This is an optimization exercise on Yosys and OpenROAD, whose aim is small area and a short achievable clock period, not a production implementation.
At most, simulation tests tie the RTL to the original design; equivalence was not proved.
Power and IR drop assume default switching activity.

Setup of sierra:
==> flow/design.v (excerpt) <==
module neuron(
    input  logic clk,
    input  logic rst_n,
    input  logic signed [7:0] x,
    input  logic signed [7:0] w,
    input  logic signed [7:0] bias,
    output logic signed [17:0] y
);
  logic [7:0] x1;
  logic [3:0] bone, btwo, bneg;
  wire [8:0] we = {w, 1'b0};
  logic [3:0] one_d, two_d, neg_d;
  always_comb begin
    for (int i = 0; i < 4; i++) begin
      one_d[i] = we[2*i+1] ^ we[2*i];
      two_d[i] = (we[2*i+2] & ~we[2*i+1] & ~we[2*i]) | (~we[2*i+2] & we[2*i+1] & we[2*i]);
      neg_d[i] = we[2*i+2] & ~(we[2*i+1] & we[2*i]);
    end
  end
  always_ff @(posedge clk or negedge rst_n) begin
    if (!rst_n) begin
      x1 <= 8'd0; bone <= 4'd0; btwo <= 4'd0; bneg <= 4'd0;
    end else begin
      x1 <= x; bone <= one_d; btwo <= two_d; bneg <= neg_d;
    end
  end
  wire sel0_0 = (bone[0] & x1[0]);
  wire sel0_1 = (bone[0] & x1[1]) | (btwo[0] & x1[0]);
  wire sel0_2 = (bone[0] & x1[2]) | (btwo[0] & x1[1]);
  wire sel0_3 = (bone[0] & x1[3]) | (btwo[0] & x1[2]);
  wire sel0_4 = (bone[0] & x1[4]) | (btwo[0] & x1[3]);
  wire sel0_5 = (bone[0] & x1[5]) | (btwo[0] & x1[4]);
  wire sel0_6 = (bone[0] & x1[6]) | (btwo[0] & x1[5]);
  wire sel0_7 = (bone[0] & x1[7]) | (btwo[0] & x1[6]);
  wire sel0_8 = (bone[0] & x1[7]) | (btwo[0] & x1[7]);
  wire pp0_0 = sel0_0 ^ bneg[0];
  wire pp0_1 = sel0_1 ^ bneg[0];
  wire pp0_2 = sel0_2 ^ bneg[0];
  wire pp0_3 = sel0_3 ^ bneg[0];
  wire pp0_4 = sel0_4 ^ bneg[0];
  wire pp0_5 = sel0_5 ^ bneg[0];
  wire pp0_6 = sel0_6 ^ bneg[0];
  wire pp0_7 = sel0_7 ^ bneg[0];
  wire ps0_s = sel0_8 ^ bneg[0];
  wire sel1_0 = (bone[1] & x1[0]);
  wire sel1_1 = (bone[1] & x1[1]) | (btwo[1] & x1[0]);
  wire sel1_2 = (bone[1] & x1[2]) | (btwo[1] & x1[1]);
  wire sel1_3 = (bone[1] & x1[3]) | (btwo[1] & x1[2]);
  wire sel1_4 = (bone[1] & x1[4]) | (btwo[1] & x1[3]);
  wire sel1_5 = (bone[1] & x1[5]) | (btwo[1] & x1[4]);
  wire sel1_6 = (bone[1] & x1[6]) | (btwo[1] & x1[5]);
  ...
For scale: roughly 140 flip-flops, roughly 44 I/O pins, about 0.0065 mm^2 of cells after synthesis.
export LEC_CHECK = 0
export CAP_MARGIN = 20
export CORE_MARGIN = 2
export CORE_UTILIZATION = 55
export PLACE_DENSITY = 0.75
export SETUP_SLACK_MARGIN = 3.6
export SLEW_MARGIN = 20
create_clock -name core_clock -period 6.0 [get_ports {clk}]
standard.sh (not shown) runs the stock make flow with config.mk's settings and CLKGATE_MAP_FILE= SYNTH_SCRIPT=/design/flow/synth_recipe.tcl, a recipe that flattens the netlist after the stock synthesis.
==> flow/flow/run.sh <==
#!/bin/bash
# Standard ORFS layout, except that the port buffers are the smallest
# plain buffer (buffer_ports picks a slow delay cell by default) and the
# clock tree uses fewer, larger sink clusters and no dummy loads.
# Each step's full output goes to a log file in the work folder.
set -euo pipefail
export BUFFER_PORTS_ARGS="-buffer_cell sky130_fd_sc_hd__buf_1"
export CTS_ARGS="-sink_clustering_enable -repair_clock_nets -sink_clustering_size 30 -sink_clustering_max_diameter 200 -buf_list {sky130_fd_sc_hd__clkbuf_4 sky130_fd_sc_hd__clkbuf_8} -dont_use_dummy_load"
bash standard.sh synth > synth.log 2>&1
bash standard.sh > layout.log 2>&1
Relative to sierra, the following input files were edited for pepper:
# sierra
export LEC_CHECK = 0
export CAP_MARGIN = 20
export CORE_MARGIN = 2
export CORE_UTILIZATION = 55
export PLACE_DENSITY = 0.75
export SETUP_SLACK_MARGIN = 3.6
export SLEW_MARGIN = 20
create_clock -name core_clock -period 6.0 [get_ports {clk}]
# pepper
export LEC_CHECK = 0
export ABC_AREA = 1
export CAP_MARGIN = 20
export CORE_MARGIN = 2
export CORE_UTILIZATION = 40
export SETUP_SLACK_MARGIN = 3.75
export SLEW_MARGIN = 20
create_clock -name core_clock -period 6.0 [get_ports {clk}]
[summary]
pepper ends up with a final worst-path setup slack that is 0.36 ns higher than in sierra.
A startpoint of the most critical setup path of bias[0] is what sierra shows, while x1[7]$_DFF_PN0_ belongs to pepper.
Between sierra and pepper, fraction of power consumed by sequential logic increased.
Compared with sierra, pepper shows maximum frequency that has gone up by more than 10%.
Run comparison: sierra category of the critical setup timing path in -> reg; pepper category of the critical setup timing path reg -> reg
pepper against sierra; design area is up slightly.
diff inputs: pepper => garnet
# pepper
export LEC_CHECK = 0
export ABC_AREA = 1
export CAP_MARGIN = 20
export CORE_MARGIN = 2
export CORE_UTILIZATION = 40
export SETUP_SLACK_MARGIN = 3.75
export SLEW_MARGIN = 20
create_clock -name core_clock -period 6.0 [get_ports {clk}]
# garnet
export LEC_CHECK = 0
export CAP_MARGIN = 20
export CORE_MARGIN = 2
export CORE_UTILIZATION = 40
export SETUP_SLACK_MARGIN = 3.6
export SLEW_MARGIN = 20
create_clock -name core_clock -period 6.0 [get_ports {clk}]
## What came out
- pepper has lower final hold slack than garnet.
- pepper has a higher instance area after placement than garnet.
- The design area on pepper is in line with that on garnet.
- Against pepper, number of ordinary and repair buffers in the finished layout in garnet rose by a few percent.
- Taking pepper as the reference point, the post-CTS setup buffer count of garnet rises by 1.
Setup changes, garnet to ember
# garnet
export LEC_CHECK = 0
export CAP_MARGIN = 20
export CORE_MARGIN = 2
export CORE_UTILIZATION = 40
export SETUP_SLACK_MARGIN = 3.6
export SLEW_MARGIN = 20
create_clock -name core_clock -period 6.0 [get_ports {clk}]
# ember
export LEC_CHECK = 0
export CAP_MARGIN = 20
export CORE_MARGIN = 2
export CORE_UTILIZATION = 40
export SETUP_SLACK_MARGIN = 3.8
export SLEW_MARGIN = 20
create_clock -name core_clock -period 6.0 [get_ports {clk}]
## What came out
Against garnet as the reference, ember delivers a higher count of vias placed by the detailed router.
Compared with garnet, ember degrades first-pass GRT wire length.
Compared with garnet, ember shows a higher met1 capacity usage during global routing.
ember has time the worst path needs with I/O delays and setup below what garnet had.
ember ended up with more standard cells than garnet.
Sort garnet and ember by global-route usage, descending, and ember comes first.
Via density per instance in ember is about 1% higher than in garnet
No run of this note included a check of the RTL's function; only the layout flow was run.

========
neuron, a different RTL version from the one above (not shown whole).
Size in the first run: ~580 cells after synthesis, roughly 140 flip-flops, about 44 I/O pins.
## neuron
module neuron(
    input  logic clk,
    input  logic rst_n,
    input  logic signed [7:0] x,
    input  logic signed [7:0] w,
    input  logic signed [7:0] bias,
    output logic signed [17:0] y
);
  logic [7:0] x1;
  logic [3:0] bone, btwo, bneg;
  wire [8:0] we = {w, 1'b0};
  logic [3:0] one_d, two_d, neg_d;
  always_comb begin
    for (int i = 0; i < 4; i++) begin
      one_d[i] = we[2*i+1] ^ we[2*i];
      two_d[i] = (we[2*i+2] & ~we[2*i+1] & ~we[2*i]) | (~we[2*i+2] & we[2*i+1] & we[2*i]);
      neg_d[i] = we[2*i+2] & ~(we[2*i+1] & we[2*i]);
    end
  end
  always_ff @(posedge clk or negedge rst_n) begin
    if (!rst_n) begin
      x1 <= 8'd0; bone <= 4'd0; btwo <= 4'd0; bneg <= 4'd0;
    end else begin
      x1 <= x; bone <= one_d; btwo <= two_d; bneg <= neg_d;
    end
  end
  wire sel0_0 = (bone[0] & x1[0]);
  wire sel0_1 = (bone[0] & x1[1]) | (btwo[0] & x1[0]);
  wire sel0_2 = (bone[0] & x1[2]) | (btwo[0] & x1[1]);
  wire sel0_3 = (bone[0] & x1[3]) | (btwo[0] & x1[2]);
  wire sel0_4 = (bone[0] & x1[4]) | (btwo[0] & x1[3]);
  wire sel0_5 = (bone[0] & x1[5]) | (btwo[0] & x1[4]);
  wire sel0_6 = (bone[0] & x1[6]) | (btwo[0] & x1[5]);
  ...
==> flow/config.mk <==
export PLATFORM = sky130hd
export DESIGN_NAME = neuron
export DESIGN_NICKNAME = neuron
export VERILOG_FILES = /design/flow/design.v
export SDC_FILE = /design/flow/constraint.sdc
export NUM_CORES = 4
export LEC_CHECK = 0
export CAP_MARGIN = 20
export CORE_MARGIN = 2
export CORE_UTILIZATION = 40
export SETUP_SLACK_MARGIN = 3.45
export SLEW_MARGIN = 20
==> flow/constraint.sdc <==
create_clock -name core_clock -period 6.0 [get_ports {clk}]
set_input_delay 1.2000 -clock core_clock [delete_from_list [all_inputs] [get_ports {clk}]]
set_output_delay 1.2000 -clock core_clock [all_outputs]
set_load 0.01 [all_outputs]
Scripts as last shown in full above: flow/flow/run.sh
The first run completed without violations.
Edit:
--- a/flow/config.mk
+++ b/flow/config.mk
@@ -7,2 +7,3 @@
 export LEC_CHECK = 0
+export ABC_AREA = 1
 export CAP_MARGIN = 20
@@ -10,3 +11,3 @@
 export CORE_UTILIZATION = 40
-export SETUP_SLACK_MARGIN = 3.45
+export SETUP_SLACK_MARGIN = 3.75
 export SLEW_MARGIN = 20
Register-to-register slack gets better by 0.26 ns.
Sequential share of layout area is about the same.
Final area stays flat.
Sequential power goes down by about 3%.
Routed wire length goes down by 2.5%.
Combinational power stays flat.
Total power goes down by 1.7%.
Flip-flop and latch count is unchanged.
Non-clock buffer count goes up by 2.
Worst setup slack gets better by 0.30 ns.
Global-route usage goes up by 0.70 points.

========
the reference run:
Another version of the RTL of neuron (not shown whole).
Size in the first run: ~580 cells after synthesis, about 140 flip-flops, ~44 I/O pins, about 6600 um^2 of cells after synthesis.
// neuron
module neuron(
    input  logic clk,
    input  logic rst_n,
    input  logic signed [7:0] x,
    input  logic signed [7:0] w,
    input  logic signed [7:0] bias,
    output logic signed [17:0] y
);
Settings: LEC_CHECK=0, CAP_MARGIN=20, CORE_MARGIN=2, CORE_UTILIZATION=40, SETUP_SLACK_MARGIN=3.45, SLEW_MARGIN=20; clock period 6.0 ns.
Scripts as last shown in full above: flow/flow/run.sh
The inputs of the trial run differ from those of the reference run as listed below.
- swapping 3.45 for 0 in SETUP_SLACK_MARGIN
## What came out
Status: share of total power in the clock network parity (the trial run, the reference run)
Net switching share of the total power across the trial run and the reference run: no real change.
Looking at timing startpoint of the critical path, the ps[9]$_DFF_P_ result is from the reference run; the vb7$_DFF_P_ one comes from the trial run.
On overall power consumption, the reference run loses to the trial run.
No functional check of the RTL was part of any run of this note.

========
job 5037:
RTL: one of the versions met above, not the one the previous note started from.
Size: ~580 cells after synthesis, about 140 flip-flops, ~44 I/O pins, ~6500 sq um of cells after synthesis.
Design neuron, start of the top module:
module neuron(
    input  logic clk,
    input  logic rst_n,
    input  logic signed [7:0] x,
    input  logic signed [7:0] w,
    input  logic signed [7:0] bias,
    output logic signed [17:0] y
);
Settings: LEC_CHECK=0, CAP_MARGIN=20, CORE_MARGIN=2, CORE_UTILIZATION=40, SETUP_SLACK_MARGIN=3.6, SLEW_MARGIN=20; clock period 6.0 ns.
Scripts as last shown in full above: flow/flow/run.sh
The final layout from job 5037, which completed every stage, passed the timing, DRC and antenna checks at the end of the flow.
Inputs modified between job 5037 and job 2059:
--- a/flow/config.mk
+++ b/flow/config.mk
@@ -7,6 +7,8 @@
 export LEC_CHECK = 0
+export ABC_AREA = 1
 export CAP_MARGIN = 20
 export CORE_MARGIN = 2
-export CORE_UTILIZATION = 40
-export SETUP_SLACK_MARGIN = 3.6
+export CORE_UTILIZATION = 50
+export PLACE_DENSITY = 0.7
+export SETUP_SLACK_MARGIN = 3.75
 export SLEW_MARGIN = 20
### Flow results
Looking at cell kind with the greatest summed area, the registers result is from job 2059; the multi-input gates one comes from job 5037.
Compared with job 5037, job 2059 shows data required time at the worst endpoint lower by 40 ps.
Compared with job 5037, job 2059 has extra setup slack.
Cell at the slowest stage of the critical path: sky130_fd_sc_hd__fa_1 -> job 2059, sky130_fd_sc_hd__fa_2 -> job 5037
Per the comparison of job 2059 with job 5037, total power now sits lower; aggregate routed wire length fell by about 0.6%; number of cells on the worst reg-to-reg path has decreased.
Looking only at cell internal power dissipation, and setting everything else aside, the higher value of job 2059 and job 5037 goes to job 5037.
The count of buffers added by post-CTS timing repair for setup of job 2059 exceeds that of job 5037 by 1.
The higher slew at the pin with the worst max-slew slack came out of job 5037.
Job 5037 -> job 2059: total count of max-transition violations in the final report delta 0, exact match
Here is what was changed in the inputs of job 9466 compared with job 2059.
--- a/flow/config.mk
+++ b/flow/config.mk
@@ -10,5 +10,4 @@
 export CORE_MARGIN = 2
-export CORE_UTILIZATION = 50
-export PLACE_DENSITY = 0.7
-export SETUP_SLACK_MARGIN = 3.75
+export CORE_UTILIZATION = 40
+export SETUP_SLACK_MARGIN = 3.85
 export SLEW_MARGIN = 20
==> comparison <==
Looking at the reports, job 2059 completed the entire flow and the layout it produced met the timing, DRC and antenna checks.
Job 9466 finished every stage and its layout cleared the timing, DRC and antenna checks.
Final wirelength: job 9466 better than job 2059
Number of placed instances with taps included, job 9466 and job 2059, higher one = job 9466.
Of job 9466 and job 2059, the run reporting the higher clock period minus final worst setup slack was job 2059.
Diff job 2059 -> job 9466: global-route usage moved down, design area up about 3%, total vias in the final route shrank by 95, die footprint has increased.
## Diff of input files: job 1405 against job 9466
--- a/flow/config.mk
+++ b/flow/config.mk
@@ -10,4 +10,4 @@
 export CORE_MARGIN = 2
-export CORE_UTILIZATION = 40
-export SETUP_SLACK_MARGIN = 3.85
+export CORE_UTILIZATION = 50
+export SETUP_SLACK_MARGIN = 3.8
 export SLEW_MARGIN = 20
### Flow results
On die extent in y: between job 9466 and job 1405, it ends up lower for job 1405. Going from job 9466 to job 1405, via-per-instance ratio now larger, minimum setup slack after placement shows an increase of 3.8 ps, share of layout cells above drive strength 1 down 4.2 points.

========
== run A ==
neuron again, from the RTL that the note above started with.
// neuron
module neuron(
    input  logic clk,
    input  logic rst_n,
    input  logic signed [7:0] x,
    input  logic signed [7:0] w,
    input  logic signed [7:0] bias,
    output logic signed [17:0] y
);
  logic [7:0] x1;
  logic [3:0] bone, btwo, bneg;
  wire [8:0] we = {w, 1'b0};
  logic [3:0] one_d, two_d, neg_d;
  always_comb begin
    for (int i = 0; i < 4; i++) begin
      one_d[i] = we[2*i+1] ^ we[2*i];
      two_d[i] = (we[2*i+2] & ~we[2*i+1] & ~we[2*i]) | (~we[2*i+2] & we[2*i+1] & we[2*i]);
      neg_d[i] = we[2*i+2] & ~(we[2*i+1] & we[2*i]);
    end
  end
  always_ff @(posedge clk or negedge rst_n) begin
    if (!rst_n) begin
      x1 <= 8'd0; bone <= 4'd0; btwo <= 4'd0; bneg <= 4'd0;
    end else begin
      x1 <= x; bone <= one_d; btwo <= two_d; bneg <= neg_d;
    end
  end
  wire sel0_0 = (bone[0] & x1[0]);
  wire sel0_1 = (bone[0] & x1[1]) | (btwo[0] & x1[0]);
  wire sel0_2 = (bone[0] & x1[2]) | (btwo[0] & x1[1]);
  wire sel0_3 = (bone[0] & x1[3]) | (btwo[0] & x1[2]);
  wire sel0_4 = (bone[0] & x1[4]) | (btwo[0] & x1[3]);
  wire sel0_5 = (bone[0] & x1[5]) | (btwo[0] & x1[4]);
  wire sel0_6 = (bone[0] & x1[6]) | (btwo[0] & x1[5]);
  wire sel0_7 = (bone[0] & x1[7]) | (btwo[0] & x1[6]);
  wire sel0_8 = (bone[0] & x1[7]) | (btwo[0] & x1[7]);
  wire pp0_0 = sel0_0 ^ bneg[0];
  wire pp0_1 = sel0_1 ^ bneg[0];
  wire pp0_2 = sel0_2 ^ bneg[0];
  wire pp0_3 = sel0_3 ^ bneg[0];
  wire pp0_4 = sel0_4 ^ bneg[0];
  wire pp0_5 = sel0_5 ^ bneg[0];
  wire pp0_6 = sel0_6 ^ bneg[0];
  wire pp0_7 = sel0_7 ^ bneg[0];
  wire ps0_s = sel0_8 ^ bneg[0];
  wire sel1_0 = (bone[1] & x1[0]);
  wire sel1_1 = (bone[1] & x1[1]) | (btwo[1] & x1[0]);
  wire sel1_2 = (bone[1] & x1[2]) | (btwo[1] & x1[1]);
  wire sel1_3 = (bone[1] & x1[3]) | (btwo[1] & x1[2]);
  wire sel1_4 = (bone[1] & x1[4]) | (btwo[1] & x1[3]);
  wire sel1_5 = (bone[1] & x1[5]) | (btwo[1] & x1[4]);
  wire sel1_6 = (bone[1] & x1[6]) | (btwo[1] & x1[5]);
  wire sel1_7 = (bone[1] & x1[7]) | (btwo[1] & x1[6]);
  ...
clock: 6.0 ns
lec_check: 0
abc_area: 1
cap_margin: 20
core_margin: 2
core_utilization: 40
setup_slack_margin: 3.6
slew_margin: 20
Scripts as last shown in full above: flow/flow/run.sh
In summary, run A completed successfully, with a layout that passed the timing, DRC and antenna checks.
Setup changes, run A to run B
Settings: a change of CORE_UTILIZATION from 40 to 50; a change of SETUP_SLACK_MARGIN from 3.6 to 3.75.
[summary]
Data arrival time of the critical path: run B < run A. In terms of final-layout worst hold slack, run B and run A differ only marginally. Compared with run A, run B shows total wire length after detailed routing higher by about 2%. Between run B and run A, via count normalized by instance count is higher for run B, run A comes in under that. Number of placement rows (run B / run A): 0.891. The higher first-pass GRT wire length came out of run A. Compared to run A, run B leaves less free space in the core.
Changes in run C relative to run B:
diff --git a/flow/flow/run.sh b/flow/flow/run.sh
--- a/flow/flow/run.sh
+++ b/flow/flow/run.sh
@@ -8 +8 @@
-export CTS_ARGS="-sink_clustering_enable -repair_clock_nets -sink_clustering_size 30 -sink_clustering_max_diameter 200 -buf_list {sky130_fd_sc_hd__clkbuf_4 sky130_fd_sc_hd__clkbuf_8} -dont_use_dummy_load"
+export CTS_ARGS="-sink_clustering_enable -repair_clock_nets -sink_clustering_size 30 -sink_clustering_max_diameter 200 -buf_list {sky130_fd_sc_hd__clkbuf_4} -dont_use_dummy_load"
==> run notes <==
- Clock latency on the worst-skew pair: run C higher than run B
- Run B ended up with reg2reg as its critical path start-end classification; run C ended up with reg2out.
- Reported for run B and run C, non-filler instance count after layout turned out identical to the last digit.
- | time the worst path needs with I/O delays and setup | run C vs run B | worse |
- [compare] base=run B new=run C: proportion of cell area spent on the clock network decreased by 1.5 points relative to the old numbers, share of the core filled with cells now sits lower, number of clock sinks roughly the same.
- No stage failed in run C, and the final checks on the layout all came back clean.

## afterwards: timing with drivers on the ports
How much do the figures lean on ideal ports? The routed layouts below were timed once more, with nothing changed but the port constraints. Step 1 sets driving cells, clkbuf_16 on the clock port and buf_2 on the other inputs (assumed; they add their load-dependent delay and slew). Step 2 times the ports against the registers' clock, not the clock port: input delays grow and output delays shrink by t, the midpoint of the rising clock arrivals with the driver on. Three values: ideal, step 1, step 2; two values: the first two.
run | t, ns | setup slack, ns | worst setup path after step 2 | cell pins on the clock port's net
sierra | 0.458 | 3.492 / 3.474 / 3.016 | input to register | 1
pepper | 0.458 | 3.851 / 3.849 / 3.403 | input to register | 1
garnet | 0.460 | 3.530 / 3.524 / 3.064 | input to register | 1
ember | 0.462 | 3.563 / 3.563 / 3.102 | input to register | 1
the first run of note 2 | 0.461 | 3.563 / 3.575 / 3.114 | input to register | 1
the second run of note 2 | 0.448 | 3.860 / 3.847 / 3.643 | input to register | 1
the reference run | 0.453 | 3.555 / 3.555 / 3.281 | input to register | 1
the trial run | 0.453 | 3.011 / 3.011 / 3.011 | register to register | 1
job 5037 | 0.450 | 3.623 / 3.631 / 3.186 | input to register | 1
job 2059 | 0.461 | 3.843 / 3.837 / 3.637 | input to register | 1
job 9466 | 0.457 | 3.867 / 3.832 / 3.645 | input to register | 1
job 1405 | 0.459 | 3.861 / 3.828 / 3.636 | input to register | 1
run A | 0.456 | 3.756 / 3.756 / 3.579 | input to register | 1
run B | 0.447 | 3.873 / 3.859 / 3.634 | input to register | 1
run C | 0.556 | 3.747 / 3.715 / 3.643 | input to register | 1
After both steps setup and hold are still met in every run listed. For sierra, which loses most, drivers alone change the setup slack by -0.018 ns; drivers and shift together by -0.476 ns.
